Source: an optimization exercise on an open RTL-to-GDS flow (aim: small area). Production flows keep margins and buffers that such runs may drop.
Where RTL was checked, it was by simulation tests only, not by an equivalence proof against the original.
The RTL of runs 3 to 5 was laid out without a check of its function.
Power figures rest on the tool's default switching activity, not on a simulated workload.

<file path="flow/run.sh">
#!/bin/bash
# synth_recipe.tcl (not shown) runs the flow's synth.tcl, then flattens the netlist and writes it again
# the make line also repeats each setting of config.mk as NAME=value (left out here)
make -C /OpenROAD-flow-scripts/flow DESIGN_CONFIG=/design/flow/config.mk WORK_HOME=/design/flow/orfs CLKGATE_MAP_FILE= SYNTH_SCRIPT=/design/flow/synth_recipe.tcl finish
</file>
<file path="flow/config.mk">
export PLATFORM = sky130hd
export DESIGN_NAME = flagteller
export DESIGN_NICKNAME = flagteller
export VERILOG_FILES = /design/flow/design.v
export SDC_FILE = /design/flow/constraint.sdc
export NUM_CORES = 4
export LEC_CHECK = 0
export CAP_MARGIN = 20
export CORE_MARGIN = 2
export CORE_UTILIZATION = 40
export PLACE_DENSITY = 0.6
export SLEW_MARGIN = 20
</file>
<file path="flow/constraint.sdc">
create_clock -name core_clock -period 5.0 [get_ports {clk_12}]
set_input_delay 1.0000 -clock core_clock [delete_from_list [all_inputs] [get_ports {clk_12}]]
set_output_delay 1.0000 -clock core_clock [all_outputs]
set_load 0.01 [all_outputs]
</file>
<file path="flow/design.v">
`default_nettype none
module flagteller(
        input uart,
        input clk_12,
        input rst,
        output uart2
);
localparam [63:0] P1  = 64'h030410c084000aa3;
localparam [63:0] P2  = 64'h0000000000000283;
localparam [63:0] Y1P = 64'h07a5506c93a7b887;    
localparam [63:0] Y2P = 64'he62ad50cd5f292a6;    
localparam [63:0] R1S = 64'h23998629be97b578;    
localparam [63:0] R2S = 64'h61b607521904f69e;    
localparam [1023:0] MSG = 1024'hd86205bd025c8c2178e5e43a9cd2d023f81cb9869d37a6ca4b6d4bbe4fe6cfd9976c20bace36b7d91f508aa364ce298f3eaed134aa3e1cce0dcb08d0f2eaef8c2e08d19b7a630ff5a52681cab4643b982e08d19b7a630ff5a52681cab4643b982e08d19b7a630ff5a52681cab4643b982e08d19b7a630ff5a52681cab4643b98;
localparam RX_IDLE = 2'd0, RX_START = 2'd1, RX_DATA = 2'd2, RX_STOP = 2'd3;
reg [1:0] rxs;
reg [6:0] dc;
reg [2:0] bp;             
wire dc0 = (dc == 7'd0);
always @(posedge clk_12) begin
        if (rst) begin
                rxs <= RX_IDLE;
                bp <= 3'd0;
        end else begin
                case (rxs)
                RX_IDLE:  if (!uart) rxs <= RX_START;
                RX_START: if (dc0) begin rxs <= RX_DATA; bp <= 3'd0; end
                RX_DATA:  if (dc0) begin
                                if (bp == 3'd7) rxs <= RX_STOP;
                                else bp <= bp + 3'd1;
                          end
                RX_STOP:  if (dc0) rxs <= RX_IDLE;
                endcase
        end
end
wire dc_load = (rxs == RX_IDLE && !uart) || ((rxs == RX_START || rxs == RX_DATA) && dc0);
always @(posedge clk_12) begin
        if (rst) dc <= 7'd0;
        else if (dc_load) dc <= 7'd103;
        else if (!dc0) dc <= dc - 7'd1;
end
wire dc52 = (dc == 7'd52);
wire sample = (rxs == RX_DATA) && dc52;
wire strobe = (rxs == RX_STOP) && dc52;
localparam S_IDLE = 3'd0, S_MEAS = 3'd1, S_A = 3'd2, S_B = 3'd3, S_TX = 3'd4;
reg [2:0] st;
reg [3:0] cc;             
reg locked;
reg [63:0] R;
reg [6:0] na;             
reg [6:0] nb;             
reg match;
reg [6:0] bt;             
reg [3:0] ts;             
reg [5:0] bi;             
wire [5:0] j = {cc[2:0], bp};
wire first = (cc == 4'd0) && (bp == 3'd0);
wire hiph = cc[3];
wire last_lo = (cc == 4'd7) && (bp == 3'd7);
wire b = uart ^ (bp[0] && bp != 3'd7);    
wire rz = (R == 64'd0);
wire eq = (R == ((st == S_MEAS) ? R1S : R2S));
wire [63:0] pol = hiph ? P2 : P1;
wire [63:0] yp = hiph ? Y2P : Y1P;
wire [63:0] base = (sample && j == 6'd0) ? 64'd0 : R;
wire [63:0] hstep = {base[0], base[63:1] ^ (pol[63:1] & {63{base[0]}})} ^ (yp & {64{b}});
wire shift = (st == S_MEAS && !rz) || (st == S_B);
always @(posedge clk_12) begin
        if (sample) R <= hstep;
        else if (shift) R <= {1'b0, R[63:1]};
end
wire [6:0] jp = {1'b0, j} + 7'd3;
always @(posedge clk_12) begin
        if (sample) begin
                if (first) na <= b ? 7'd3 : 7'd2;
                else if (b && (!hiph || jp > na)) na <= jp;
        end else if (st == S_A) begin
                na <= na - 7'd1;
        end
end
always @(posedge clk_12) begin
        if (sample && last_lo) nb <= 7'd0;
        else if (st == S_MEAS && !rz) nb <= nb + 7'd1;
        else if (st == S_B && nb != 7'd0) nb <= nb - 7'd1;
end
always @(posedge clk_12) begin
        if (st == S_MEAS && nb == 7'd0) match <= eq;
        else if (st == S_IDLE && locked) match <= match & eq;
end
wire last_byte = match ? (bi == 6'd63) : (bi == 6'd15);
wire bt0 = (bt == 7'd0);
always @(posedge clk_12) begin
        if (rst) begin
                st <= S_IDLE;
                cc <= 4'd0;
                locked <= 1'b0;
                ts <= 4'd0;
        end else begin
                if (strobe && !locked) begin
                        cc <= cc + 4'd1;
                        if (cc == 4'd15) locked <= 1'b1;
                end else if (st == S_TX && ts == 4'd0 && bt == 7'd104 && last_byte) begin
                        locked <= 1'b0;
                end
                case (st)
                S_IDLE: begin
                        if (sample && last_lo) st <= S_MEAS;
                        else if (locked) st <= S_A;
                end
                S_MEAS: if (rz) st <= S_IDLE;
                S_A:    if (na == 7'd0) st <= S_B;
                S_B:    if (rz && nb == 7'd0) st <= S_TX;
                S_TX:   if (bt0) begin
                                case (ts)
                                4'd0: ts <= 4'd1;
                                4'd1: ts <= 4'd8;
                                4'd15: if (last_byte) begin
                                                st <= S_IDLE;
                                                ts <= 4'd0;
                                        end else ts <= 4'd2;
                                4'd2: ts <= 4'd0;
                                default: ts <= ts + 4'd1;
                                endcase
                        end
                default: st <= S_IDLE;
                endcase
        end
end
always @(posedge clk_12) begin
        if (st == S_B) begin
                bt <= 7'd108;
                bi <= 6'd0;
        end else if (bt0) begin
                bt <= (ts == 4'd15 || ts == 4'd2) ? 7'd105 : 7'd104;
                if (ts == 4'd2) bi <= bi + 6'd1;
        end else begin
                bt <= bt - 7'd1;
        end
end
wire msgbit = MSG[{match, bi, ts[2:0]}];
assign uart2 = (ts == 4'd1) ? 1'b0 : (ts[3] ? msgbit : 1'b1);
endmodule
</file>
==> impl_metrics.ini, run 1 <==
[floorplanning]
core_sq_um = 19400
fp-row-count = 51
io-pin-count = 4
fp.dieW_um = 144
start_util_pct = 40.6
die-area_sq_um = 20800
chipHeight_um = 144

[synthesis]
synth_top_family_by_area = simple AND/OR/NAND/NOR gates
synth_edf_count = 72
synthSimpleGateAreaFrac_pct = 21.6
synth_ff_type = edfxtp_1
synth_top_area_share_pct = 27.4
synthArstFlopShare_pct = 0
synth_mux_area_share_pct = 3.79
yosys-top-cells-area = edfxtp_1 27%, dfxtp_1 11%, ha_1 6.4%
synth_compound_area_share_pct = 16.8
netlist_instances = 899
synth-seq-area-share_pct = 38.6
synth_nets = 943
yosysUniqueCellTypes = 64
synth_area_per_cell_sq_um = 8.77
synthXorXnorAreaFrac_pct = 7.89
ys_ff_latch = 116
yosysWarnings = 1
yosys.area.top_type = edfxtp_1
syn_area_sq_um = 7880
synthAdderAreaFrac_pct = 6.60

[clock_network]
clock_sinks = 116
cts.clk_slew.worst_paths_ps = 60
cts_resized = 0
hold_buffers = 0
clock_latency_ps = 420
cts_root_buf = clkbuf_16
cts_max_path_buffers = 2
cts_tree = yes
post_cts_buffers = 0
cts.htree.levels = 4
numCtsBuffers = 17

[placement]
place_ws_ps = 712
place_area_sq_um = 8130
place_hpwl_mm = 13.5
gp_congestion = 0.916
port_buffers = 3

[sta]
setup_ws_ps = 208
skew_ps = 11.5
slew_viol_final = 0
whs_ps = 485
worst_slew_margin_rel_pct = 36.8
hold_violations = 0
setup_viol = 0
worst_slew_pin_slew_ps = 948
layout_min_cycle_time_ps = 4790
rsz0062_at_grt = false
fmax_ghz = 0.209
final.period_utilization_pct = 95.8
fin_tns_setup_ps = 0

[global_route]
grt_pass1_wl_mm = 31.6
first_global_vias = 6069
antenna_found_initial = 0
grt_max_degree = 65
grt_usage_pct = 19.3
globalRouteOverflowTotal = 0

[layout]
multi_input_area_sq_um = 4490
final_cell_area_sq_um = 8700
areaGrowthSynthToFinish_pct = 10.4
antenna_cells = 0
nFillCells = 1906
regArea_sq_um = 3050
drive_gt1_share_pct = 7.29
nets = 923

[pwr]
p_leak_nw = 3.07
irDropWorstVdd_v = 0.000270
power.density_nw_per_um2 = 323

[critical_path]
crit_path_start_kind = flop
worstPathArrival_ps = 3790
crit_type = reg2out
cp_max_fo = 20
end_kind = output port
required_ps = 4000

[routing]
drt_iter0_drc = 587
via_per_inst = 5.68
dr.pass1.iters = 7
antenna_left = 0
vias = 6572
wire_per_inst_um = 16.7
wl_mm = 19.4
drc = 0

[flow_run]
drv_cap = 0

[outcome]
status = finished clean

[min_path]
hold_path_class = reg2reg
-- registers in the layout (all words and copies together) (netlist names) --
| register | count |
|---|---|
| R | 64 |
| bi | 6 |
| bp | 3 |
| bt | 7 |
| cc | 4 |
| dc | 7 |
| locked | 1 |
| match | 1 |
| na | 7 |
| nb | 7 |
| rxs | 2 |
| st | 3 |
| ts | 4 |
-- report_power, final --
part / switching [mW] / internal (mW) / leakage [nW]
clock network: 0.485 / 0.694 / 0.268
registers: 0.0831 / 1.09 / 1.01
logic: 0.248 / 0.213 / 1.80
-- cell usage after synthesis (all sizes together) (3+ instances only) --
cell type,number
a2111oi,3
a211o,3
a211oi,3
a21boi,4
a21o,6
a21oi,49
a22oi,6
a31oi,13
a41oi,5
and2,17
and3,7
buf,16
clkbuf,39
dfxtp,44
edfxtp,72
ha,40
inv,36
mux2,5
mux2i,13
mux4,5
nand2,110
nand2b,16
nand3,25
nand4,21
nand4b,4
nor2,73
nor2b,12
nor3,29
nor3b,6
nor4,18
o2111ai,5
o211ai,12
o21a,5
o21ai,56
o221ai,5
o22ai,8
o31ai,6
or3,3
or4,3
xnor2,47
xor2,24
-- stage by stage --
step / instances / utilization [%] / power, mW
floorplan: 899 / - / 1.56
global placement: 1125 / 41.9 / 1.64
detailed placement: 1125 / 41.9 / 1.65
CTS: 1157 / 44.8 / 2.82
global route: 1157 / 44.8 / 2.95
finish: 1157 / 44.8 / 2.81
-- worst max-delay path, cell delays in order (launching register included) --
cell             delay, ps
dfxtp_1                320
buf_4                  230
inv_1                  160
ha_1                   290
or2_1                  260
a21boi_0               140
mux4_2                 530
a211o_1                300
a41oi_1                220
o22ai_1                120
a31oi_1                240
clkdlybuf4s50_1        580
-- logic make-up (layout without fill, tap and decap cells) --
kind of cell	Yosys count	count (layout)
XOR/XNOR	71	71
AO/OA/AOI/OAI	208	208
adder cells (fa/ha/maj)	41	41
buffers and inverters	91	84
AND/OR/NAND/NOR	349	349
multiplexers	23	23
flip-flops	116	116
-- final cells by class --
| type | count | area share (%) |
|---|---|---|
| Multi-Input combinational cell | 692 | 51.6 |
| Sequential cell | 116 | 35.0 |
| Clock buffer | 17 | 4.89 |
| Tap cell | 265 | 3.81 |
| Clock inverter | 15 | 1.64 |
| Inverter | 36 | 1.55 |
| Timing Repair Buffer | 16 | 1.47 |
-- worst paths after layout --
path | from | endpoint | slack (ps) | cells after the start
worst min-delay path | dc[3] | dc[3] | 490 | 2
worst max register to register | R[56] | nb[6] | 1360 | 13
worst max-delay path | ts[1] | uart2 | 210 | 11
worst min register to register | dc[3] | dc[3] | 490 | 2
-- layout by cell type (no fill, tap or decap), drive strengths merged, types with 18 or more instances in the layout --
cell type	instances
a21oi	49
dfxtp	44
edfxtp	72
ha	40
inv	44
nand2	110
nand3	25
nand4	21
nor2	73
nor3	29
nor4	18
o21ai	56
xnor2	47
xor2	24
-- per-layer routing --
metal / wire (um) / vias to the layer above / global-route usage [%]
li1: - / 3232 / -
met1: 9270 / 3108 / 27.9
met2: 8820 / 194 / 29.4
met3: 873 / 38 / 2.98
met4: 399 / 0 / 6.80
met5: 0 / - / 0
==> run 2, diff against run 1 <==
--- a/flow/design.v
+++ b/flow/design.v
@@ -49,5 +49,4 @@
 reg [63:0] R;
 reg [6:0] na;             
-reg [6:0] nb;             
 reg match;
 reg [6:0] bt;             
@@ -60,10 +59,11 @@
 wire b = uart ^ (bp[0] && bp != 3'd7);    
 wire rz = (R == 64'd0);
+wire bt0 = (bt == 7'd0);
 wire eq = (R == ((st == S_MEAS) ? R1S : R2S));
 wire [63:0] pol = hiph ? P2 : P1;
 wire [63:0] yp = hiph ? Y2P : Y1P;
-wire [63:0] base = (sample && j == 6'd0) ? 64'd0 : R;
-wire [63:0] hstep = {base[0], base[63:1] ^ (pol[63:1] & {63{base[0]}})} ^ (yp & {64{b}});
-wire shift = (st == S_MEAS && !rz) || (st == S_B);
+wire [63:0] hstep = {R[0], R[63:1] ^ (pol[63:1] & {63{R[0]}})} ^ (yp & {64{b}});
+wire clr = (rxs == RX_START) && (cc[2:0] == 3'd0) && (st != S_A);
+wire shift = (st == S_MEAS) || (st == S_B) || clr;
 always @(posedge clk_12) begin
         if (sample) R <= hstep;
@@ -80,14 +80,8 @@
 end
 always @(posedge clk_12) begin
-        if (sample && last_lo) nb <= 7'd0;
-        else if (st == S_MEAS && !rz) nb <= nb + 7'd1;
-        else if (st == S_B && nb != 7'd0) nb <= nb - 7'd1;
-end
-always @(posedge clk_12) begin
-        if (st == S_MEAS && nb == 7'd0) match <= eq;
+        if (st == S_MEAS && bt0) match <= eq;
         else if (st == S_IDLE && locked) match <= match & eq;
 end
 wire last_byte = match ? (bi == 6'd63) : (bi == 6'd15);
-wire bt0 = (bt == 7'd0);
 always @(posedge clk_12) begin
         if (rst) begin
@@ -110,5 +104,5 @@
                 S_MEAS: if (rz) st <= S_IDLE;
                 S_A:    if (na == 7'd0) st <= S_B;
-                S_B:    if (rz && nb == 7'd0) st <= S_TX;
+                S_B:    if (rz && bt0) st <= S_TX;
                 S_TX:   if (bt0) begin
                                 case (ts)
@@ -128,12 +122,17 @@
 end
 always @(posedge clk_12) begin
-        if (st == S_B) begin
-                bt <= 7'd108;
-                bi <= 6'd0;
-        end else if (bt0) begin
-                bt <= (ts == 4'd15 || ts == 4'd2) ? 7'd105 : 7'd104;
-                if (ts == 4'd2) bi <= bi + 6'd1;
-        end else begin
-                bt <= bt - 7'd1;
+        if (sample && last_lo) begin
+                bt <= 7'd0;
+        end else if (st == S_MEAS) begin
+                if (!rz) bt <= bt + 7'd1;
+        end else if (st == S_B) begin
+                if (!bt0) bt <= bt - 7'd1;
+                else if (rz) begin bt <= 7'd108; bi <= 6'd0; end
+        end else if (st == S_TX) begin
+                if (!bt0) bt <= bt - 7'd1;
+                else begin
+                        bt <= (ts == 4'd15 || ts == 4'd2) ? 7'd105 : 7'd104;
+                        if (ts == 4'd2) bi <= bi + 6'd1;
+                end
         end
 end
==> impl_metrics.ini, run 2 <==
[synthesis]
synthArstFlopShare_pct = 0
synth-seq-area-share_pct = 41.3
synth_most_common_cell = edfxtp_1
synth_area_per_cell_sq_um = 9.45
yosys-top-cells-area = edfxtp_1 33%, dfxtp_1 8.7%, ha_1 6.6%
synth_nets = 800
yosysUniqueCellTypes = 73
yosysWarnings = 1
yosys.area.top_type = edfxtp_1
synth_ff_type = edfxtp_1
netlist_instances = 759
synth_top_area_share_pct = 32.6
syn_area_sq_um = 7170
synth_edf_count = 78
synth_common_cells = 78 x edfxtp_1, 59 x nor2_1, 53 x nand2_1
ys_ff_latch = 109

[critical_path]
worstPathArrival_ps = 3620
worst-r2r-cell-count = 5
reg2reg_to = bi[2]
timing.rr.start = R[23]
crit_start = ts[0]
crit_type = reg2out
cp_max_fo = 12
crit_path_start_kind = flop
cp_num_buf_inv = 2
end_kind = output port
critPathTopFamily = simple AND/OR/NAND/NOR gates
slowest_stage = or4b_2
reg2reg_slack_ps = 1820
required_ps = 4000
path_cells = inv_1 -> ha_1 -> nand2_1 -> nand3_1 -> o311a_1 -> or4b_2 -> a31oi_1 -> a311oi_1 -> o2bb2ai_1 -> clkdlybuf4s50_1
cp_slowest_stage_delay_ps = 670

[floorplanning]
die-area_sq_um = 19000
fp-row-count = 48
fp.dieW_um = 138
start_util_pct = 41.2
core_sq_um = 17400
io-pin-count = 4
chipHeight_um = 138

[sta]
skew_ps = 13.4
worst_slew_margin_rel_pct = 29.0
fin_tns_setup_ps = 0
hold_violations = 0
setup_ws_ps = 377
rsz0062_at_grt = false
slew_viol_final = 0
layout_min_cycle_time_ps = 4620
fmax_ghz = 0.216
whs_ps = 468
worst_slew_pin_slew_ps = 1060
setup_viol = 0
final.period_utilization_pct = 92.5

[clock_network]
hold_buffers = 0
cts_tree = yes
cts_resized = 0
clock_latency_ps = 360
cts_max_path_buffers = 2
cts.clk_slew.worst_paths_ps = 80
clock_sinks = 109
cts_root_buf = clkbuf_16
numCtsBuffers = 9
cts.htree.levels = 3
post_cts_buffers = 0

[min_path]
min_path_cells = 0
holdCritStartpoint = R[60]
hold_path_class = reg2reg
hold-path-endpoint = R[59]

[global_route]
grt_pass1_wl_mm = 29.0
globalRouteOverflowTotal = 0
top_usage_layer = met2
grtUsageMet2_pct = 31.2
grt_max_degree = 57
grt_usage_pct = 19.6
grt_use_met3_pct = 3.58
met1_usage_pct = 26.5
antenna_found_initial = 0
first_global_vias = 5490

[pwr]
irDropWorstVdd_v = 0.000389
p_leak_nw = 2.69
power_mw = 2.84
power.density_nw_per_um2 = 367

[routing]
vias = 5833
drc = 0
via_per_inst = 5.98
drt_iter0_drc = 704
antenna_left = 0
wire_per_inst_um = 18.4
wl_mm = 18.0
dr.pass1.iters = 5

[layout]
mostFrequentLayoutCells = 78 x edfxtp_1, 58 x nor2_1, 52 x nand2_1, 52 x a21oi_1, 42 x xor2_1
antenna_cells = 0
largest_register_ffs = 64
regMostFlops = R
layout_commonest_cell = edfxtp_1
nets = 787
drive_gt1_share_pct = 7.46
areaGrowthSynthToFinish_pct = 8.02

[placement]
gp_congestion = 0.920
place_ws_ps = 814
place_hpwl_mm = 13.0
port_buffers = 3

[outcome]
status = finished clean

[flow_run]
drv_cap = 0
[run 2: cell types whose count changed in the layout (fill, tap and decap cells not counted), moves of 11 or more]
cell / change
dfxtp_1: -11
xnor2_1: -15
o21ai_0: -25
xor2_1: +18
nand2_1: -58
and2_1: -12
nor2_1: -12
[run 2: how the worst max path moves through the flow]
stage,to,slack (ps),cells past startpoint
2_1_floorplan,uart2,1150,11
3_3_place_gp,uart2,870,10
3_5_place_dp,uart2,810,10
4_1_cts,uart2,430,10
5_1_grt,uart2,200,10
6_report,uart2,380,10
[run 2: cells by family (layout without fill, tap and decap cells)]
family	count (synthesis)	in the layout	synth area share, %
and+or+nand+nor	272	272	20.2
AOI/OAI and AO/OA	170	170	15.6
adders and majority gates	38	38	6.63
DFF	109	109	41.3
xor gates and xnor gates	74	74	9.03
muxes	17	17	2.91
buffers and inverters	79	71	4.27
[run 2: per-stage QoR]
stage / std cells / utilization [%] / cell area [sq um]
after floorplan: 759 / - / 7170
after global placement: 960 / 42.8 / 7460
after detailed placement: 960 / 42.8 / 7460
after CTS: 976 / 44.5 / 7750
after global routing: 976 / 44.5 / 7750
final: 976 / 44.5 / 7750
[run 2: area by class of cell]
| class | count | area [sq um] |
|---|---|---|
| clock buffers | 10 | 229 |
| well taps | 225 | 282 |
| flip-flops and latches | 109 | 2960 |
| inverters | 35 | 131 |
| multi-input cells | 571 | 3910 |
| repair buffers | 20 | 170 |
| clock inverters | 6 | 65.1 |
| fillers | 1638 | 9670 |
[run 2: per-layer routing]
layer / wire, um / up-vias
li1: - / 2765
met2: 8390 / 201
met5: 0 / -
met3: 915 / 33
met1: 8190 / 2834
met4: 477 / 0
[run 2: report_power, final]
group | leakage [nW] | internal, mW | switching [mW]
Sequential | 0.978 | 1.30 | 0.221
Clock | 0.144 | 0.355 | 0.357
Combinational | 1.56 | 0.244 | 0.363
Total | 2.69 | 1.90 | 0.941
[run 2: worst reg2reg max path, stage by stage (launching register included)]
cell and delay (ps):
edfxtp_1 440, or4_4 560, or4_4 450, nor4_4 390, nand3_1 120, a211oi_1 840
==> run 3, diff against run 2 <==
--- a/flow/design.v
+++ b/flow/design.v
@@ -10,6 +10,5 @@
 localparam [63:0] Y1P = 64'h07a5506c93a7b887;    
 localparam [63:0] Y2P = 64'he62ad50cd5f292a6;    
-localparam [63:0] R1S = 64'h23998629be97b578;    
-localparam [63:0] R2S = 64'h61b607521904f69e;    
+localparam [127:0] PW = 128'h72336c6c33745f67346c665f41475046;   
 localparam [1023:0] MSG = 1024'hd86205bd025c8c2178e5e43a9cd2d023f81cb9869d37a6ca4b6d4bbe4fe6cfd9976c20bace36b7d91f508aa364ce298f3eaed134aa3e1cce0dcb08d0f2eaef8c2e08d19b7a630ff5a52681cab4643b982e08d19b7a630ff5a52681cab4643b982e08d19b7a630ff5a52681cab4643b982e08d19b7a630ff5a52681cab4643b98;
 localparam RX_IDLE = 2'd0, RX_START = 2'd1, RX_DATA = 2'd2, RX_STOP = 2'd3;
@@ -48,5 +47,5 @@
 reg locked;
 reg [63:0] R;
-reg [6:0] na;             
+reg [6:0] na;
 reg match;
 reg [6:0] bt;             
@@ -60,5 +59,4 @@
 wire rz = (R == 64'd0);
 wire bt0 = (bt == 7'd0);
-wire eq = (R == ((st == S_MEAS) ? R1S : R2S));
 wire [63:0] pol = hiph ? P2 : P1;
 wire [63:0] yp = hiph ? Y2P : Y1P;
@@ -70,16 +68,19 @@
         else if (shift) R <= {1'b0, R[63:1]};
 end
-wire [6:0] jp = {1'b0, j} + 7'd3;
 always @(posedge clk_12) begin
         if (sample) begin
-                if (first) na <= b ? 7'd3 : 7'd2;
-                else if (b && (!hiph || jp > na)) na <= jp;
+                if (first) na <= b ? 7'd0 : 7'd127;
+                else if (b && (!hiph || na[6] || j > na[5:0])) na <= {1'b0, j};
         end else if (st == S_A) begin
                 na <= na - 7'd1;
         end
 end
+reg mflag;
+wire pwok = (uart == PW[{cc, bp}]);
 always @(posedge clk_12) begin
-        if (st == S_MEAS && bt0) match <= eq;
-        else if (st == S_IDLE && locked) match <= match & eq;
+        if (sample) mflag <= pwok & (mflag | first);
+end
+always @(posedge clk_12) begin
+        if (st == S_IDLE && locked) match <= mflag;
 end
 wire last_byte = match ? (bi == 6'd63) : (bi == 6'd15);
@@ -103,5 +104,5 @@
                 end
                 S_MEAS: if (rz) st <= S_IDLE;
-                S_A:    if (na == 7'd0) st <= S_B;
+                S_A:    if (na == 7'd125) st <= S_B;
                 S_B:    if (rz && bt0) st <= S_TX;
                 S_TX:   if (bt0) begin
--- a/flow/config.mk
+++ b/flow/config.mk
@@ -6,7 +6,11 @@
 export NUM_CORES = 4
 export LEC_CHECK = 0
+export ABC_AREA = 1
 export CAP_MARGIN = 20
 export CORE_MARGIN = 2
-export CORE_UTILIZATION = 40
-export PLACE_DENSITY = 0.6
+export CORE_UTILIZATION = 60
+export CTS_BUF_LIST = sky130_fd_sc_hd__clkbuf_8
+export CTS_CLUSTER_DIAMETER = 80
+export CTS_CLUSTER_SIZE = 30
+export PLACE_DENSITY = 0.7
 export SLEW_MARGIN = 20
==> impl_metrics.ini, run 3 <==
[layout]
antenna_cells = 0
layout_commonest_cell = nand2_1
multi_input_area_sq_um = 3730
areaGrowthSynthToFinish_pct = 4.90
regMostFlops = R
largest_register_ffs = 64
drive_gt1_share_pct = 6.47
nets = 948
mostFrequentLayoutCells = 188 x nand2_1, 111 x inv_1, 104 x nand3_1, 79 x edfxtp_1, 68 x nor2_1
final_cell_area_sq_um = 7640
finalNonFillerCells = 1059
nFillCells = 1017
regArea_sq_um = 2990

[synthesis]
ys_ff_latch = 110
synthArstFlopShare_pct = 0
synth_common_cells = 188 x nand2_1, 111 x inv_1, 105 x nand3_1
synth_most_common_cell = nand2_1
synth_nets = 953
yosys.area.top_type = edfxtp_1
synth_compound_area_share_pct = 11.1
synth_mux_area_share_pct = 0
synthSimpleGateAreaFrac_pct = 26.1
yosysUniqueCellTypes = 43
synth_edf_count = 79
netlist_instances = 912
synth_top_area_share_pct = 32.6
synthXorXnorAreaFrac_pct = 7.34
syn_area_sq_um = 7280
synth_ff_type = edfxtp_1
synth_top_family_by_area = simple AND/OR/NAND/NOR gates
synthAdderAreaFrac_pct = 6.53
synth-seq-area-share_pct = 41.1
yosys-top-cells-area = edfxtp_1 33%, nand2_1 9.7%, dfxtp_1 8.5%
yosysWarnings = 1
synth_area_per_cell_sq_um = 7.98

[pwr]
irDropWorstVdd_v = 0.000313
power_mw = 3.34
power.density_nw_per_um2 = 437
p_leak_nw = 3.23

[placement]
dp.cells = 1043
place_area_sq_um = 7420
gp_congestion = 1.02
port_buffers = 3
place_hpwl_mm = 13.0

[floorplanning]
io-pin-count = 4
start_util_pct = 61.1
chipHeight_um = 114
die-area_sq_um = 13000
core_sq_um = 11900
fp.dieW_um = 114
fp-row-count = 40

[routing]
drc = 0
wire_per_inst_um = 16.7
antenna_left = 0
wl_mm = 17.7
dr.pass1.iters = 5
vias = 6284
via_per_inst = 5.93
drt_iter0_drc = 706

[clock_network]
cts.htree.levels = 3
cts.clk_slew.worst_paths_ps = 100
clock_sinks = 110
cts_resized = 0
numCtsBuffers = 9
cts_tree = yes
clock_latency_ps = 400
hold_buffers = 0
post_cts_buffers = 0
cts_max_path_buffers = 2
cts_root_buf = clkbuf_8

[critical_path]
crit_type = reg2out
path_cells = inv_1 -> ha_1 -> inv_1 -> nand2_1 -> nand3_1 -> nand3_1 -> nand2_1 -> nand2_1 -> nand2_1 -> inv_1 -> nand2_1 -> nand2_1 -> nand2_1 -> o21ai_1 -> a21oi_1 -> clkdlybuf4s50_1
reg2reg_slack_ps = 2300
worstPathArrival_ps = 3540
required_ps = 4000
end_kind = output port
slowest_stage = dfxtp_1
crit_path_start_kind = flop
cp_max_fo = 11
cp_slowest_stage_delay_ps = 620
cpMostUsedCell = nand2_1

[global_route]
grt_max_degree = 44
grt_pass1_wl_mm = 28.8
antenna_found_initial = 0
globalRouteOverflowTotal = 0
first_global_vias = 5892
grt_usage_pct = 27.6

[flow_run]
drv_cap = 0

[sta]
fin_tns_setup_ps = 0
hold_violations = 0
setup_viol = 0
skew_ps = 18.7
final.period_utilization_pct = 90.7
fmax_ghz = 0.220
layout_min_cycle_time_ps = 4540
worst_slew_pin_slew_ps = 792
slew_viol_final = 0
rsz0062_at_grt = false
worst_slew_margin_rel_pct = 47.2

[outcome]
status = finished clean

[min_path]
hold_path_class = reg2reg
## run 3: cell count changes in the layout (fill, tap and decap cells not counted), moves of 13 or more
| cell | before | now |
|---|---|---|
| nand2_1 | 52 | 188 |
| nand3_1 | 27 | 104 |
| mux2i_1 | 13 | 0 |
| xnor2_1 | 32 | 18 |
| nor2b_1 | 16 | 0 |
| inv_1 | 35 | 111 |
| buf_4 | 16 | 3 |
| nand2b_1 | 16 | 0 |
## run 3: area by class of cell
class,count,share of cell area (%)
multi-input combinational,657,48.8
tap,147,2.41
sequential,110,39.2
inverter,123,6.08
clock inverter,6,0.999
timing repair buffer,6,0.688
clock buffer,10,1.80
## run 3: cell families (layout without fill, tap and decap cells)
logic type,count (synthesis),after routing
XOR/XNOR,61,61
AND/OR/NAND/NOR,417,417
AO/OA/AOI/OAI,141,141
buffers and inverters,145,145
flip-flops,110,110
adder cells (fa/ha/maj),38,38
## run 3: report_power, final
group	internal, mW	switching (mW)	leakage [nW]
clock network	0.254	0.313	0.109
registers	1.35	0.197	0.982
logic	0.414	0.812	2.14
## run 3: layer usage
layer  vias to the layer above  global-route usage [%]  wire length [um]
met5                         -                       0                 0
met4                         0                    10.2               427
met3                        34                    4.71              1190
met2                       253                    44.7              8300
met1                      2934                    37.4              7810
li1                       3063                       -                 -
## run 3: final timing paths
check,from,to,cells after the start
min,R[34],R[33],0
max reg2reg,dc[0],R[59],9
max,ts[0],uart2,16
min reg2reg,R[34],R[33],0
## run 3: per-stage QoR
step | setup WS [ps] | hold WS [ps] | utilization (%)
2_1_floorplan | 1690 | 427 | -
3_3_place_gp | 910 | 430 | 62.3
3_5_place_dp | 966 | 437 | 62.3
4_1_cts | 505 | 462 | 64.1
5_1_grt | 296 | 472 | 64.1
6_report | 463 | 462 | 64.1
## run 3: worst max-delay path, delay by kind of cell, from the launching register on
family | cells | cell delay [ps]
DFF | 1 | 620
and+or+nand+nor | 9 | 850
adders and majority gates | 1 | 410
AOI/OAI and AO/OA | 2 | 250
buffers and inverters | 4 | 1010
==> run 4, diff against run 3 <==
--- a/flow/config.mk
+++ b/flow/config.mk
@@ -6,11 +6,10 @@
 export NUM_CORES = 4
 export LEC_CHECK = 0
-export ABC_AREA = 1
 export CAP_MARGIN = 20
 export CORE_MARGIN = 2
 export CORE_UTILIZATION = 60
 export CTS_BUF_LIST = sky130_fd_sc_hd__clkbuf_8
-export CTS_CLUSTER_DIAMETER = 80
-export CTS_CLUSTER_SIZE = 30
+export CTS_CLUSTER_DIAMETER = 60
+export CTS_CLUSTER_SIZE = 20
 export PLACE_DENSITY = 0.7
 export SLEW_MARGIN = 20
==> impl_metrics.ini, run 4 <==
[global_route]
grt_use_met3_pct = 4.41
antenna_found_initial = 0
grt_usage_pct = 26.8
grtUsageMet2_pct = 43.5
first_global_vias = 5411
grt_max_degree = 33
grt_pass1_wl_mm = 27.5
met1_usage_pct = 36.6
globalRouteOverflowTotal = 0
top_usage_layer = met2

[clock_network]
cts_max_path_buffers = 2
clock_sinks = 110
cts.clk_slew.worst_paths_ps = 120
numCtsBuffers = 9
cts_tree = yes
cts_resized = 0
cts_root_buf = clkbuf_8
hold_buffers = 0
cts.htree.levels = 3
post_cts_buffers = 0
clock_latency_ps = 400

[synthesis]
synth_compound_area_share_pct = 14.2
yosys-top-cells-area = edfxtp_1 33%, dfxtp_1 8.6%, ha_1 6.6%
syn_area_sq_um = 7210
synth_nets = 797
synthSimpleGateAreaFrac_pct = 20.6
synth_top_area_share_pct = 32.9
synthXorXnorAreaFrac_pct = 8.97
synth_top_family_by_area = simple AND/OR/NAND/NOR gates
synthAdderAreaFrac_pct = 6.60
synth_mux_area_share_pct = 3.18
ys_ff_latch = 110
yosys.area.top_type = edfxtp_1
synth-seq-area-share_pct = 41.5
synth_edf_count = 79
netlist_instances = 756
synth_most_common_cell = edfxtp_1
synth_ff_type = edfxtp_1
synthArstFlopShare_pct = 0
synth_common_cells = 79 x edfxtp_1, 63 x nor2_1, 51 x nand2_1
yosysWarnings = 1
synth_area_per_cell_sq_um = 9.53
yosysUniqueCellTypes = 74

[critical_path]
crit_start = ts[0]
crit_path_start_kind = flop
critPathTopFamily = compound AO/OA/AOI/OAI gates
worstPathArrival_ps = 3620
worstSetupEndpoint = uart2
timing.rr.start = dc[0]
path_cells = inv_1 -> ha_1 -> nand2b_1 -> a21oi_1 -> a221oi_1 -> a21oi_1 -> o221ai_1 -> nand3_1 -> a211oi_1 -> clkdlybuf4s50_1
slowest_stage = clkdlybuf4s50_1
crit_type = reg2out
cp_num_buf_inv = 2
worst-r2r-cell-count = 6
cp_slowest_stage_delay_ps = 600
end_kind = output port
required_ps = 4000
cpMostUsedCell = a21oi_1
reg2reg_slack_ps = 1860
reg2reg_to = R[55]
worstSetupPathDepth = 10
cp_max_fo = 11

[sta]
skew_ps = 25.2
setup_viol = 0
fmax_ghz = 0.216
fin_tns_setup_ps = 0
worst_slew_pin_slew_ps = 1040
slew_viol_final = 0
worst_slew_margin_rel_pct = 30.5
layout_min_cycle_time_ps = 4620
hold_violations = 0
rsz0062_at_grt = false
final.period_utilization_pct = 92.4

[routing]
dr.pass1.iters = 6
drt_iter0_drc = 522
antenna_left = 0
wl_mm = 16.6
via_per_inst = 6.39
drc = 0
vias = 5677
wire_per_inst_um = 18.7

[outcome]
status = finished clean

[pwr]
p_leak_nw = 2.73
power.density_nw_per_um2 = 366
irDropWorstVdd_v = 0.000263

[floorplanning]
start_util_pct = 60.8
core_sq_um = 11900
io-pin-count = 4
fp.dieW_um = 114
chipHeight_um = 114
fp-row-count = 40
die-area_sq_um = 12900

[layout]
postLayoutCoreUtil_pct = 63.0
antenna_cells = 0
regMostFlops = R
mostFrequentLayoutCells = 79 x edfxtp_1, 63 x nor2_1, 51 x nand2_1, 44 x a21oi_1, 41 x xor2_1
nFillCells = 1001
areaGrowthSynthToFinish_pct = 3.63
drive_gt1_share_pct = 7.14
layout_commonest_cell = edfxtp_1
largest_register_ffs = 64
nets = 778

[min_path]
min_path_cells = 0
hold_path_class = reg2reg

[placement]
gp_congestion = 0.987
place_hpwl_mm = 11.8
port_buffers = 3

[flow_run]
drv_cap = 0
-- run 4: final cells by class --
class                           instances  area [sq um]  share of cell area, %
Inverter                               32           120                   1.61
Timing Repair Buffer                   15           120                   1.61
Multi-Input combinational cell        569          3870                   51.8
Sequential cell                       110          2990                   40.1
Clock inverter                          7          60.1                  0.804
Tap cell                              147           184                   2.46
Clock buffer                            9           124                   1.66
-- run 4: worst min path at each step --
stage | start | to | slack [ps]
global route | R[40] | R[39] | 470
finish | R[40] | R[39] | 450
detailed placement | R[20] | R[19] | 440
floorplan | mflag | match | 430
global placement | R[37] | R[36] | 430
CTS | R[40] | R[39] | 450
-- run 4: cell families after synthesis --
family,after synthesis
buf+inv,77
simple gates,283
compound gates,158
mux,17
fa+ha+maj,38
xor+xnor,73
flops,110
-- run 4: where the power goes --
group          switching, mW  internal [mW]
clock                  0.329          0.189
combinational          0.409          0.283
sequential             0.199           1.32
total                  0.937           1.79
-- run 4: per-layer routing --
metal	share of wire [%]	routed length (um)
met1	45	7540
met2	47	7860
met3	5.1	850
met4	2.3	381
met5	0	0
-- run 4: through the flow --
stage	hold slack (ps)	std cells	setup slack (ps)	cell area, sq um	power (mW)
2_1_floorplan	426	756	1120	7210	2.05
3_3_place_gp	428	873	834	7290	2.18
3_5_place_dp	438	873	867	7290	2.23
4_1_cts	452	889	406	7470	2.75
5_1_grt	470	889	168	7470	2.89
6_report	446	889	380	7470	2.73
==> run 5, diff against run 4 <==
--- a/flow/config.mk
+++ b/flow/config.mk
@@ -6,4 +6,5 @@
 export NUM_CORES = 4
 export LEC_CHECK = 0
+export ABC_AREA = 1
 export CAP_MARGIN = 20
 export CORE_MARGIN = 2
==> impl_metrics.ini, run 5 <==
[clock_network]
cts_resized = 0
cts_root_buf = clkbuf_8
cts.clk_slew.worst_paths_ps = 100
clock_sinks = 110
numCtsBuffers = 9
hold_buffers = 0
clock_latency_ps = 400
cts_max_path_buffers = 2
cts_tree = yes
cts.htree.levels = 3
post_cts_buffers = 0

[sta]
fin_tns_setup_ps = 0
skew_ps = 18.7
whs_ps = 462
fmax_ghz = 0.220
layout_min_cycle_time_ps = 4540
worst_slew_pin_slew_ps = 792
setup_viol = 0
final.period_utilization_pct = 90.7
rsz0062_at_grt = false
hold_violations = 0
worst_slew_margin_rel_pct = 47.2
slew_viol_final = 0

[routing]
wl_mm = 17.7
drc = 0
via_per_inst = 5.93
dr.pass1.iters = 5
vias = 6284
antenna_left = 0
drt_iter0_drc = 706
wire_per_inst_um = 16.7

[synthesis]
syn_area_sq_um = 7280
synthArstFlopShare_pct = 0
synth_ff_type = edfxtp_1
yosysWarnings = 1
synth_top_area_share_pct = 32.6
synth_area_per_cell_sq_um = 7.98
synth_common_cells = 188 x nand2_1, 111 x inv_1, 105 x nand3_1
netlist_instances = 912
yosys-top-cells-area = edfxtp_1 33%, nand2_1 9.7%, dfxtp_1 8.5%
synth_nets = 953
yosys.area.top_type = edfxtp_1
synth_most_common_cell = nand2_1
yosysUniqueCellTypes = 43
ys_ff_latch = 110
synth_edf_count = 79
synth-seq-area-share_pct = 41.1

[layout]
multi_input_area_sq_um = 3730
nets = 948
finalNonFillerCells = 1059
regMostFlops = R
regArea_sq_um = 2990
mostFrequentLayoutCells = 188 x nand2_1, 111 x inv_1, 104 x nand3_1, 79 x edfxtp_1, 68 x nor2_1
areaGrowthSynthToFinish_pct = 4.90
layout_commonest_cell = nand2_1
largest_register_ffs = 64
drive_gt1_share_pct = 6.47
antenna_cells = 0
nFillCells = 1017

[global_route]
first_global_vias = 5892
grt_usage_pct = 27.6
grt_pass1_wl_mm = 28.8
globalRouteOverflowTotal = 0
antenna_found_initial = 0
grt_max_degree = 44

[min_path]
min_path_cells = 0
hold-path-endpoint = R[33]
holdCritStartpoint = R[34]
hold_path_class = reg2reg

[placement]
dp.cells = 1043
port_buffers = 3
place_hpwl_mm = 13.0
gp_congestion = 1.02

[critical_path]
timing.rr.start = dc[0]
reg2reg_slack_ps = 2300
reg2reg_to = R[59]
worst-r2r-cell-count = 9
crit_type = reg2out
crit_path_start_kind = flop
cp_max_fo = 11
required_ps = 4000
worstPathArrival_ps = 3540
end_kind = output port

[floorplanning]
chipHeight_um = 114
core_sq_um = 11900
fp.dieW_um = 114
die-area_sq_um = 13000
fp-row-count = 40
io-pin-count = 4
start_util_pct = 61.1

[outcome]
status = finished clean

[flow_run]
drv_cap = 0

[pwr]
p_leak_nw = 3.23
irDropWorstVdd_v = 0.000313
power.density_nw_per_um2 = 437
power_mw = 3.34
[run 5: cell types whose count changed in the layout (fill, tap and decap cells not counted), moves of 13 or more]
cell / previous run / this run
inv_1: 32 / 111
o21ai_0: 29 / 42
nand2_1: 51 / 188
nor4_1: 20 / 7
xnor2_1: 31 / 18
nand2b_1: 18 / 0
nand3_1: 31 / 104
[run 5: how the worst max path moves through the flow]
stage          slack (ps)     to   from  depth (start not counted)
6_report              460  uart2  ts[0]                         16
5_1_grt               300  uart2  ts[0]                         16
4_1_cts               510  uart2  ts[0]                         16
3_5_place_dp          970  uart2  ts[0]                         16
3_3_place_gp          910  uart2  ts[0]                         16
2_1_floorplan        1690   R[0]  dc[0]                          8
[run 5: routing by layer]
metal / up-vias / global-route usage [%] / wire length [um] / part of all wire [%]
li1: 3063 / - / - / -
met4: 0 / 10.2 / 427 / 2.4
met3: 34 / 4.71 / 1190 / 6.7
met1: 2934 / 37.4 / 7810 / 44
met5: - / 0 / 0 / 0
met2: 253 / 44.7 / 8300 / 47
[run 5: final cells by class]
class                   count  share of cell area, %
multi-input cells         657                   48.8
inverters                 123                   6.08
flip-flops and latches    110                   39.2
repair buffers              6                  0.688
well taps                 147                   2.41
clock buffers              10                   1.80
clock inverters             6                  0.999
[run 5: logic make-up (layout without fill, tap and decap cells)]
| family | after synthesis | in the layout | synth area share (%) |
|---|---|---|---|
| AOI/OAI and AO/OA | 141 | 141 | 11.1 |
| adders and majority gates | 38 | 38 | 6.53 |
| and+or+nand+nor | 417 | 417 | 26.1 |
| xor gates and xnor gates | 61 | 61 | 7.34 |
| buffers and inverters | 145 | 145 | 7.84 |
| DFF | 110 | 110 | 41.1 |
[run 5: worst max-delay path, cell delays in order, from the launching register on]
cell	delay (ps)
dfxtp_1	620
inv_1	290
ha_1	410
inv_1	130
nand2_1	190
nand3_1	180
nand3_1	80
nand2_1	70
nand2_1	50
nand2_1	100
inv_1	40
nand2_1	50
nand2_1	60
nand2_1	70
o21ai_1	100
a21oi_1	150
clkdlybuf4s50_1	550
[run 5: metrics by stage]
step	setup slack [ps]	utilization, %	area (sq um)
final	463	64.1	7640
after global routing	296	64.1	7640
after CTS	505	64.1	7630
after detailed placement	966	62.3	7420
after global placement	910	62.3	7420
after floorplan	1690	-	7280
[run 5: power by group]
| group | leakage [nW] | switching (mW) | internal, mW |
|---|---|---|---|
| logic | 2.14 | 0.812 | 0.414 |
| clock network | 0.109 | 0.313 | 0.254 |
| registers | 0.982 | 0.197 | 1.35 |
| total | 3.23 | 1.32 | 2.02 |
==> run 6, diff against run 5 <==
--- a/flow/design.v
+++ b/flow/design.v
@@ -11,10 +11,12 @@
 localparam [63:0] Y2P = 64'he62ad50cd5f292a6;    
 localparam [127:0] PW = 128'h72336c6c33745f67346c665f41475046;   
-localparam [1023:0] MSG = 1024'hd86205bd025c8c2178e5e43a9cd2d023f81cb9869d37a6ca4b6d4bbe4fe6cfd9976c20bace36b7d91f508aa364ce298f3eaed134aa3e1cce0dcb08d0f2eaef8c2e08d19b7a630ff5a52681cab4643b982e08d19b7a630ff5a52681cab4643b982e08d19b7a630ff5a52681cab4643b982e08d19b7a630ff5a52681cab4643b98;
+localparam [1023:0] MSG = 1024'hd86205bd025c8c2178e5e43a9cd2d023f81cb9869d37a6ca4b6d4bbe4fe6cfd9976c20bace36b7d91f508aa364ce298f3eaed134aa3e1cce0dcb08d0f2eaef8cd86205bd025c8c2178e5e43a9cd2d023f81cb9869d37a6ca4b6d4bbe4fe6cfd9976c20bace36b7d91f508aa364ce298f2e08d19b7a630ff5a52681cab4643b98;
 localparam RX_IDLE = 2'd0, RX_START = 2'd1, RX_DATA = 2'd2, RX_STOP = 2'd3;
 reg [1:0] rxs;
-reg [6:0] dc;
+reg [6:0] dc;              
 reg [2:0] bp;             
-wire dc0 = (dc == 7'd0);
+localparam [6:0] DC0 = 7'h01, DC52 = 7'h6b, DC103 = 7'h79;
+wire dc0 = (dc == DC0);
+wire dc52 = (dc == DC52);
 always @(posedge clk_12) begin
         if (rst) begin
@@ -35,9 +37,8 @@
 wire dc_load = (rxs == RX_IDLE && !uart) || ((rxs == RX_START || rxs == RX_DATA) && dc0);
 always @(posedge clk_12) begin
-        if (rst) dc <= 7'd0;
-        else if (dc_load) dc <= 7'd103;
-        else if (!dc0) dc <= dc - 7'd1;
+        if (rst) dc <= DC0;
+        else if (dc_load) dc <= DC103;
+        else if (!dc0) dc <= {dc[5:0], dc[6] ^ dc[5]};
 end
-wire dc52 = (dc == 7'd52);
 wire sample = (rxs == RX_DATA) && dc52;
 wire strobe = (rxs == RX_STOP) && dc52;
--- a/flow/config.mk
+++ b/flow/config.mk
@@ -6,5 +6,4 @@
 export NUM_CORES = 4
 export LEC_CHECK = 0
-export ABC_AREA = 1
 export CAP_MARGIN = 20
 export CORE_MARGIN = 2
==> impl_metrics.ini, run 6 <==
[synthesis]
synthAdderAreaFrac_pct = 6.12
synth-seq-area-share_pct = 41.8
synth_nets = 784
synthXorXnorAreaFrac_pct = 8.33
yosys-top-cells-area = edfxtp_1 33%, dfxtp_1 8.7%, ha_1 6.1%
yosysUniqueCellTypes = 76
synth_compound_area_share_pct = 16.9
synth_edf_count = 79
synth_top_family_by_area = simple AND/OR/NAND/NOR gates
syn_area_sq_um = 7150
netlist_instances = 746
ys_ff_latch = 110
yosysWarnings = 1
synth_top_area_share_pct = 33.2
synthSimpleGateAreaFrac_pct = 18.9
yosys.area.top_type = edfxtp_1
synthArstFlopShare_pct = 0
synth_ff_type = edfxtp_1
synth_area_per_cell_sq_um = 9.59
synth_most_common_cell = edfxtp_1
synth_common_cells = 79 x edfxtp_1, 61 x nand2_1, 58 x a21oi_1
synth_mux_area_share_pct = 3.18

[global_route]
grt_max_degree = 35
grt_pass1_wl_mm = 27.0
globalRouteOverflowTotal = 0
first_global_vias = 5435
grt_usage_pct = 26.4
antenna_found_initial = 0

[sta]
worst_slew_pin_slew_ps = 933
fin_tns_setup_ps = 0
worst_slew_margin_rel_pct = 37.7
layout_min_cycle_time_ps = 4770
setup_viol = 0
hold_violations = 0
rsz0062_at_grt = false
fmax_ghz = 0.210
final.period_utilization_pct = 95.4
slew_viol_final = 0
skew_ps = 16.0

[pwr]
power_mw = 3.21
power.density_nw_per_um2 = 430
irDropWorstVdd_v = 0.000243
p_leak_nw = 2.68

[layout]
largest_register_ffs = 64
nets = 762
antenna_cells = 0
drive_gt1_share_pct = 7.82
nFillCells = 942
finalNonFillerCells = 872
mostFrequentLayoutCells = 79 x edfxtp_1, 61 x nand2_1, 58 x a21oi_1, 54 x nor2_1, 42 x o21ai_0
regMostFlops = R
layout_commonest_cell = edfxtp_1
areaGrowthSynthToFinish_pct = 4.15

[critical_path]
reg2reg_to = R[10]
crit_path_start_kind = flop
cp_max_fo = 12
required_ps = 4000
slowest_stage = ha_1
worstPathArrival_ps = 3770
cp_slowest_stage_delay_ps = 530
end_kind = output port
timing.rr.start = rxs[0]
reg2reg_slack_ps = 1790
worst-r2r-cell-count = 5
crit_type = reg2out
path_cells = inv_1 -> ha_1 -> nor2_1 -> a21oi_1 -> mux4_2 -> o211a_1 -> o41ai_1 -> nand4_1 -> a32o_1 -> clkdlybuf4s50_1
cp_num_buf_inv = 2
critPathTopFamily = compound AO/OA/AOI/OAI gates

[placement]
gp_congestion = 0.897
port_buffers = 3
dp.cells = 856
place_hpwl_mm = 11.5

[clock_network]
cts.clk_slew.worst_paths_ps = 110
cts_max_path_buffers = 2
clock_sinks = 110
cts_resized = 0
cts_tree = yes
post_cts_buffers = 0
cts.htree.levels = 3
hold_buffers = 0
numCtsBuffers = 9
clock_latency_ps = 390
cts_root_buf = clkbuf_8

[floorplanning]
core_sq_um = 11500
fp-row-count = 39
start_util_pct = 62.1
io-pin-count = 4
die-area_sq_um = 12800
fp.dieW_um = 113
chipHeight_um = 113

[routing]
via_per_inst = 6.43
drt_iter0_drc = 477
dr.pass1.iters = 5
wire_per_inst_um = 18.6
antenna_left = 0
vias = 5608
wl_mm = 16.2
drc = 0

[min_path]
min_path_cells = 2
holdCritStartpoint = dc[4]
hold_path_class = reg2reg
hold-path-endpoint = dc[5]

[flow_run]
drv_cap = 0

[outcome]
status = finished clean
-- run 6: cell count changes in the layout (fill, tap and decap cells not counted), moves of 8 or more --
cell | previous run | this run
inv_2 | 11 | 0
inv_1 | 111 | 36
nor2b_1 | 0 | 9
xnor2_1 | 18 | 30
nand2_1 | 188 | 61
nor4_1 | 7 | 15
nand3_1 | 104 | 19
nor2_1 | 68 | 54
nand2b_1 | 0 | 21
-- run 6: per-stage QoR --
step	area (sq um)	setup slack [ps]	util (%)	hold WS [ps]
finish	7450	229	64.7	456
global route	7450	49.9	64.7	467
CTS	7450	272	64.7	460
detailed placement	7230	740	62.8	439
global placement	7230	796	62.8	432
floorplan	7150	1130	-	422
-- run 6: worst max path at each step --
stage,startpoint,end,slack (ps),cells past startpoint
5_1_grt,ts[0],uart2,50,10
3_3_place_gp,ts[0],uart2,800,10
3_5_place_dp,ts[0],uart2,740,10
2_1_floorplan,rxs[0],R[0],1130,7
6_report,ts[0],uart2,230,10
4_1_cts,ts[0],uart2,270,10
-- run 6: layout make-up --
class                           instances  area (sq um)  share of cell area [%]
Sequential cell                       110          2990                    40.2
Clock inverter                          7          95.1                    1.28
Clock buffer                            9           124                    1.66
Timing Repair Buffer                   13           105                    1.41
Inverter                               35           131                    1.76
Multi-Input combinational cell        555          3820                    51.3
Tap cell                              143           179                    2.40
-- run 6: layer usage --
metal / global-route usage (%) / vias up / share of wire [%]
met5: 0 / - / 0
met4: 9.19 / 0 / 2.4
met3: 5.20 / 37 / 6.0
met2: 42.5 / 189 / 47
met1: 35.8 / 2683 / 45
li1: - / 2699 / -
-- run 6: cell families (layout without fill, tap and decap cells) --
family                     count (synthesis)  in the layout
AOI/OAI and AO/OA                        182            182
DFF                                      110            110
adders and majority gates                 35             35
muxes                                     15             15
xor gates and xnor gates                  68             68
and+or+nand+nor                          255            255
buffers and inverters                     81             64
-- run 6: where the power goes --
part,total [mW],internal (mW),switching [mW]
sequential,1.77,1.49,0.278
combinational,0.849,0.349,0.500
clock,0.590,0.284,0.306
total,3.21,2.12,1.08
-- run 6: worst register-to-register path, cell delays in order (launching register included) --
cell and delay [ps]:
dfxtp_1 390, inv_1 80, ha_1 290, nand2_1 660, nand3_2 920, buf_4 580

-- re-timing with driven ports --
No port has a modelled driver above. Below, the same layouts with a new extraction and two added sets of constraints. Step 1: set_driving_cell puts a clkbuf_16 on clk_12 and a buf_2 on each other input, an assumption about the parent block. Step 2, shift: input delay + t, output delay - t, t = (earliest + latest rising clock arrival at the registers) / 2. This alone moves slack from input paths to output paths. a / b / c = no drivers / after step 1 / after step 2; a / b = the first two.
run	t, ns	setup slack, ns	worst hold slack (ns)	worst data-port slew with drivers (ns)
run 1	0.461	0.208 / 0.165 / 0.626	0.485 / 0.485 / 0.485	0.03
run 2	0.394	0.377 / 0.335 / 0.729	0.468 / 0.468 / 0.468	0.04
run 3	0.422	0.463 / 0.426 / 0.848	0.462 / 0.462 / 0.462	0.03
run 4	0.425	0.380 / 0.344 / 0.770	0.446 / 0.446 / 0.446	0.03
run 5	0.422	0.463 / 0.426 / 0.848	0.462 / 0.462 / 0.462	0.03
run 6	0.423	0.229 / 0.191 / 0.614	0.456 / 0.456 / 0.456	0.03
After both steps setup and hold are still met in every run listed.
